What follows belongs to an exercise in optimizing a design on an open flow for small area, a short achievable clock period and few clock cycles per item; a production flow would make more cautious choices. Function was checked by simulation only, so behaviour that the tests miss may differ from the original.

Setup of run 1:
==> flow/design.v <==
module fa_cell (input wire a, input wire b, input wire c, output wire s, output wire co);
    assign s  = a ^ b ^ c;
    assign co = (a & b) | (a & c) | (b & c);
endmodule
module ha_cell (input wire a, input wire b, output wire s, output wire co);
    assign s  = a ^ b;
    assign co = a & b;
endmodule
module hold_cell (input wire ld, input wire hd, input wire d, input wire q, output wire o);
    assign o = (ld & d) | (hd & q);
endmodule
module hold1_cell (input wire ld, input wire hd, input wire r, input wire d, input wire q, output wire o);
    assign o = (ld & d) | (hd & q) | r;
endmodule
module fir_top #(
    parameter K  = 8,
    parameter DW = 8,
    parameter CW = 8
)(
    input  wire clk,
    input  wire rst,
    input  wire start,
    input  wire signed [DW-1:0] x_in,
    output wire signed [DW+CW+$clog2(K):0] y_out,
    output wire data_valid
);
    reg [7:0] u1, u2, u3, u4, u5, u6;
    reg [10:0] wi;                            
    wire [10:0] w = wi ^ 11'h380;
    reg [11:0] ra, rb;
    reg [11:0] y;
    reg dv;
    wire [7:0] u_in = {~x_in[7], x_in[6:0]};
    wire [10:0] w_nx;                         
    wire ld = start & ~rst;
    wire hd = ~start & ~rst;
    wire [58:0] hist = {wi, u6, u5, u4, u3, u2, u1};
    wire [58:0] hin  = {w_nx ^ 11'h380, u5, u4, u3, u2, u1, u_in};
    localparam [58:0] RST1 = {11'd0, {6{8'h80}}};
    wire [58:0] hnx;
    genvar gi;
    generate
        for (gi = 0; gi < 59; gi = gi + 1) begin : g_hist
            if (RST1[gi]) begin : g_one
                hold1_cell u_h (.ld(ld), .hd(hd), .r(rst), .d(hin[gi]), .q(hist[gi]), .o(hnx[gi]));
            end else begin : g_zero
                hold_cell u_h (.ld(ld), .hd(hd), .d(hin[gi]), .q(hist[gi]), .o(hnx[gi]));
            end
        end
    endgenerate
    always @(posedge clk)
        {wi, u6, u5, u4, u3, u2, u1} <= hnx;
    wire s1, c1;
    fa_cell u_fa1 (.a(u1[0]), .b(u2[0]), .c(u3[0]), .s(s1), .co(c1));
    wire s2, c2;
    fa_cell u_fa2 (.a(u1[1]), .b(u2[1]), .c(u3[1]), .s(s2), .co(c2));
    wire s3, c3;
    ha_cell u_ha3 (.a(u4[1]), .b(u5[1]), .s(s3), .co(c3));
    wire s4, c4;
    fa_cell u_fa4 (.a(u1[2]), .b(u2[2]), .c(u3[2]), .s(s4), .co(c4));
    wire s5, c5;
    fa_cell u_fa5 (.a(u4[2]), .b(u5[2]), .c(w[2]), .s(s5), .co(c5));
    wire s6, c6;
    fa_cell u_fa6 (.a(u1[3]), .b(u2[3]), .c(u3[3]), .s(s6), .co(c6));
    wire s7, c7;
    fa_cell u_fa7 (.a(u4[3]), .b(u5[3]), .c(w[3]), .s(s7), .co(c7));
    wire s8, c8;
    fa_cell u_fa8 (.a(u1[4]), .b(u2[4]), .c(u3[4]), .s(s8), .co(c8));
    wire s9, c9;
    fa_cell u_fa9 (.a(u4[4]), .b(u5[4]), .c(w[4]), .s(s9), .co(c9));
    wire s10, c10;
    fa_cell u_fa10 (.a(u1[5]), .b(u2[5]), .c(u3[5]), .s(s10), .co(c10));
    wire s11, c11;
    fa_cell u_fa11 (.a(u4[5]), .b(u5[5]), .c(w[5]), .s(s11), .co(c11));
    wire s12, c12;
    fa_cell u_fa12 (.a(u1[6]), .b(u2[6]), .c(u3[6]), .s(s12), .co(c12));
    wire s13, c13;
    fa_cell u_fa13 (.a(u4[6]), .b(u5[6]), .c(w[6]), .s(s13), .co(c13));
    wire s14, c14;
    fa_cell u_fa14 (.a(u1[7]), .b(u2[7]), .c(u3[7]), .s(s14), .co(c14));
    wire s15, c15;
    fa_cell u_fa15 (.a(u4[7]), .b(u5[7]), .c(w[7]), .s(s15), .co(c15));
    wire s16, c16;
    ha_cell u_ha16 (.a(u4[0]), .b(u5[0]), .s(s16), .co(c16));
    wire s17, c17;
    fa_cell u_fa17 (.a(w[1]), .b(s2), .c(s3), .s(s17), .co(c17));
    wire s18, c18;
    fa_cell u_fa18 (.a(s4), .b(s5), .c(c2), .s(s18), .co(c18));
    wire s19, c19;
    fa_cell u_fa19 (.a(s6), .b(s7), .c(c4), .s(s19), .co(c19));
    wire s20, c20;
    fa_cell u_fa20 (.a(s8), .b(s9), .c(c6), .s(s20), .co(c20));
    wire s21, c21;
    fa_cell u_fa21 (.a(s10), .b(s11), .c(c8), .s(s21), .co(c21));
    wire s22, c22;
    fa_cell u_fa22 (.a(s12), .b(s13), .c(c10), .s(s22), .co(c22));
    wire s23, c23;
    fa_cell u_fa23 (.a(s14), .b(s15), .c(c12), .s(s23), .co(c23));
    wire s24, c24;
    ha_cell u_ha24 (.a(w[8]), .b(c14), .s(s24), .co(c24));
    wire s25, c25;
    ha_cell u_ha25 (.a(w[0]), .b(s1), .s(s25), .co(c25));
    wire s26, c26;
    fa_cell u_fa26 (.a(c1), .b(s17), .c(c16), .s(s26), .co(c26));
    wire s27, c27;
    fa_cell u_fa27 (.a(c3), .b(s18), .c(c17), .s(s27), .co(c27));
    wire s28, c28;
    fa_cell u_fa28 (.a(c5), .b(s19), .c(c18), .s(s28), .co(c28));
    wire s29, c29;
    fa_cell u_fa29 (.a(c7), .b(s20), .c(c19), .s(s29), .co(c29));
    wire s30, c30;
    fa_cell u_fa30 (.a(c9), .b(s21), .c(c20), .s(s30), .co(c30));
    wire s31, c31;
    fa_cell u_fa31 (.a(c11), .b(s22), .c(c21), .s(s31), .co(c31));
    wire s32, c32;
    fa_cell u_fa32 (.a(c13), .b(s23), .c(c22), .s(s32), .co(c32));
    wire s33, c33;
    fa_cell u_fa33 (.a(c15), .b(s24), .c(c23), .s(s33), .co(c33));
    wire s34, c34;
    ha_cell u_ha34 (.a(w[9]), .b(c24), .s(s34), .co(c34));
    wire [11:0] pr0 = {1'b0, w[10], s34, s33, s32, s31, s30, s29, s28, s27, s26, s16};
    wire [11:0] pr1 = {1'b0, c34, c33, c32, c31, c30, c29, c28, c27, c26, c25, s25};
    localparam [11:0] RA0 = 12'd0;
    localparam [11:0] RB0 = 12'd1536;
    wire s35, c35;
    fa_cell u_fa35 (.a(u6[0]), .b(u5[1]), .c(u6[2]), .s(s35), .co(c35));
    wire s36, c36;
    fa_cell u_fa36 (.a(u6[1]), .b(u5[2]), .c(u6[3]), .s(s36), .co(c36));
    wire s37, c37;
    fa_cell u_fa37 (.a(u6[2]), .b(u5[3]), .c(u6[4]), .s(s37), .co(c37));
    wire s38, c38;
    fa_cell u_fa38 (.a(u6[3]), .b(u5[4]), .c(u6[5]), .s(s38), .co(c38));
    wire s39, c39;
    fa_cell u_fa39 (.a(u6[4]), .b(u5[5]), .c(u6[6]), .s(s39), .co(c39));
    wire s40, c40;
    fa_cell u_fa40 (.a(u6[5]), .b(u5[6]), .c(u6[7]), .s(s40), .co(c40));
    wire s41, c41;
    ha_cell u_ha41 (.a(u6[6]), .b(u5[7]), .s(s41), .co(c41));
    wire [10:0] wr0 = {1'b0, u6[7], s41, s40, s39, s38, s37, s36, s35, u5[0], u6[0]};
    wire [10:0] wr1 = {1'b0, c41, c40, c39, c38, c37, c36, c35, 1'b0, u6[1], 1'b0};
    assign w_nx = wr0 + wr1;                  
    always @(posedge clk or posedge rst) begin
        if (rst) begin
            ra <= RA0;
            rb <= RB0;
        end else begin
            ra <= pr0;
            rb <= pr1;
        end
    end
    wire [11:0] uu = {2'b00, u_in, 2'b00};
    wire [11:0] sx = ra ^ rb;
    wire [11:0] sg = ra & rb;
    wire [11:0] so = ra | rb;
    wire [11:0] ss = sx ^ uu;
    wire [11:0] sk = sg | (uu & so);
    wire [11:0] s  = ss + {sk[10:0], 1'b0};
    always @(posedge clk)
        y <= {~s[11], s[10:0]};
    always @(posedge clk or posedge rst) begin
        if (rst) dv <= 1'b0;
        else     dv <= start;
    end
    assign y_out = {{8{y[11]}}, y};
    assign data_valid = dv;
endmodule
==> flow/config.mk <==
export PLATFORM = sky130hd
export DESIGN_NAME = fir_top
export DESIGN_NICKNAME = fir_top
export VERILOG_FILES = /design/flow/design.v
export SDC_FILE = /design/flow/constraint.sdc
export NUM_CORES = 4
export LEC_CHECK = 0
export CAP_MARGIN = 20
export CORE_MARGIN = 2
export CORE_UTILIZATION = 40
export CTS_BUF_LIST = sky130_fd_sc_hd__clkbuf_8
export CTS_CLUSTER_SIZE = 30
export SETUP_SLACK_MARGIN = 3.8
export SLEW_MARGIN = 20
export SYNTH_HIERARCHICAL = 1
==> flow/constraint.sdc <==
create_clock -name core_clock -period 6.0 [get_ports {clk}]
set_input_delay 1.2000 -clock core_clock [delete_from_list [all_inputs] [get_ports {clk}]]
set_output_delay 1.2000 -clock core_clock [all_outputs]
set_load 0.01 [all_outputs]
standard.sh (not shown) runs the stock make flow with config.mk's settings and CLKGATE_MAP_FILE= SYNTH_SCRIPT=/design/flow/synth_recipe.tcl, a recipe that flattens the netlist after the stock synthesis.
==> flow/flow/run.sh <==
#!/bin/bash
# The standard layout (standard.sh) with these changes:
#  - port buffers are buf_1 cells instead of the flow's default pick
#    (clkdlybuf4s50_1, a slow delay cell);
#  - synthesis is the standard flow's script, except that
#    - Yosys's full/half adder extraction runs only inside the fa_cell and
#      ha_cell modules, so the final adder is left to abc as plain gates (the
#      extracted fa_1/ha_1 cells are slow on its carry path);
#    - the adders use Yosys's default carry-lookahead map, not ORFS's
#      Kogge-Stone one (abc makes them smaller and as fast from it);
#    - abc maps the top module with ORFS's abc_area.script (it builds the
#      final adder from fast NAND gates) and the small cell modules with the
#      default abc_speed.script (which keeps the history muxes as a22o).
#  - clock tree synthesis inserts no dummy loads (they only add area here).
#  Registers are untouched.
set -euo pipefail
W=$(pwd)
export BUFFER_PORTS_ARGS="-buffer_cell sky130_fd_sc_hd__buf_1"
# ORFS's clock tree settings (as config.mk would set them), without dummy loads
export CTS_ARGS="-sink_clustering_enable -repair_clock_nets -sink_clustering_size 30 -buf_list sky130_fd_sc_hd__clkbuf_8 -dont_use_dummy_load"
sed -e 's|extract_fa {\*}\[dont_use_extract_fa_args\]|extract_fa {*}[dont_use_extract_fa_args] fa_cell ha_cell|' \
    -e 's|"-extra-map \$::env(FLOW_HOME)/platforms/common/lcu_kogge_stone.v"|""|' \
    -e 's|^  log_cmd abc {\*}\$abc_args$|  log_cmd abc {*}$abc_args fir_top %n\n  log_cmd abc {*}[lreplace $abc_args 1 1 $::env(SCRIPTS_DIR)/abc_area.script] fir_top|' \
    "$FLOW_HOME/scripts/synth.tcl" > "$W/flow_synth_core.tcl"
grep -q 'dont_use_extract_fa_args\] fa_cell ha_cell' "$W/flow_synth_core.tcl"
! grep -q 'lcu_kogge_stone' "$W/flow_synth_core.tcl"
grep -q 'abc_area.script\] fir_top' "$W/flow_synth_core.tcl"
sed "s|source \$::env(SCRIPTS_DIR)/synth.tcl|source $W/flow_synth_core.tcl|" synth_recipe.tcl > "$W/flow_synth.tcl"
grep -q "flow_synth_core.tcl" "$W/flow_synth.tcl"
sed "s|SYNTH_SCRIPT=[^ ]*|SYNTH_SCRIPT=$W/flow_synth.tcl|" standard.sh > "$W/flow_standard.sh"
grep -q "SYNTH_SCRIPT=$W/flow_synth.tcl" "$W/flow_standard.sh"
bash "$W/flow_standard.sh" > "$W/standard.log" 2>&1
Testbench counts of run 1, summed over its fixed seeds: cycles 16,000, items 8,000.
Relative to run 1, the following input files were edited for run 2:
--- a/flow/flow/run.sh
+++ b/flow/flow/run.sh
@@ -20 +20 @@
-export CTS_ARGS="-sink_clustering_enable -repair_clock_nets -sink_clustering_size 30 -buf_list sky130_fd_sc_hd__clkbuf_8 -dont_use_dummy_load"
+export CTS_ARGS="-repair_clock_nets -buf_list sky130_fd_sc_hd__clkbuf_8 -dont_use_dummy_load"
==> summary.txt <==
All of run 1 and run 2 finish clean. Diff run 2..run 1 | first-pass GRT wire length | unchanged. Diff run 1..run 2 | buffers plus inverters on the worst setup path | unchanged. Re fraction of met3 tracks used by global routing: no difference whatsoever between run 1 and run 2.
Modified inputs, run 3 compared to run 2
Settings: SETUP_SLACK_MARGIN now 3.9, was 3.8; TNS_END_PERCENT now 20, previously not set.
--- a/flow/flow/run.sh
+++ b/flow/flow/run.sh
@@ -20 +20 @@
-export CTS_ARGS="-repair_clock_nets -buf_list sky130_fd_sc_hd__clkbuf_8 -dont_use_dummy_load"
+export CTS_ARGS="-sink_clustering_enable -repair_clock_nets -sink_clustering_size 30 -buf_list sky130_fd_sc_hd__clkbuf_8 -dont_use_dummy_load"
--- outcome ---
Run 3 does worse than run 2 on summed area of non-filler cells in the final layout. Run 3 vs run 2: via count of the first global-routing pass up in run 3. Relative to run 2, ratio of cells with drive above 1 in the final layout has increased by 5.3 points in run 3. Changes observed in run 3 relative to run 2: setup slack of the worst register-to-register path climbed 0.02 ns; total detailed-routing wirelength stayed essentially flat. Looking only at final critical path time including I/O delays and setup, and setting everything else aside, the lower value of run 2 and run 3 goes to run 3.

-- separate check: timing with driven ports --
In the flow no input, the clock included, has a driving cell. The finished layouts below were timed again as built, in two steps. Step 1: set_driving_cell puts a clkbuf_16 on clk and a buf_2 on each other input, an assumption about the parent block. Step 2, shift: input delay + t, output delay - t, t = (earliest + latest rising clock arrival at the registers) / 2. This alone moves slack from input paths to output paths. Three values: ideal ports, drivers, drivers and shift; two values: the first two.
| run | t (ns) | setup slack, ns | worst setup path after step 2 | latest minus earliest clock arrival (ns) |
|---|---|---|---|---|
| run 1 | 0.383 | 3.877 / 3.867 / 3.518 | input to register | 0.033 / 0.033 |
| run 2 | 0.383 | 3.877 / 3.867 / 3.518 | input to register | 0.033 / 0.033 |
| run 3 | 0.373 | 3.893 / 3.888 / 3.614 | input to register | 0.024 / 0.024 |
After both steps setup and hold are still met in every run listed.
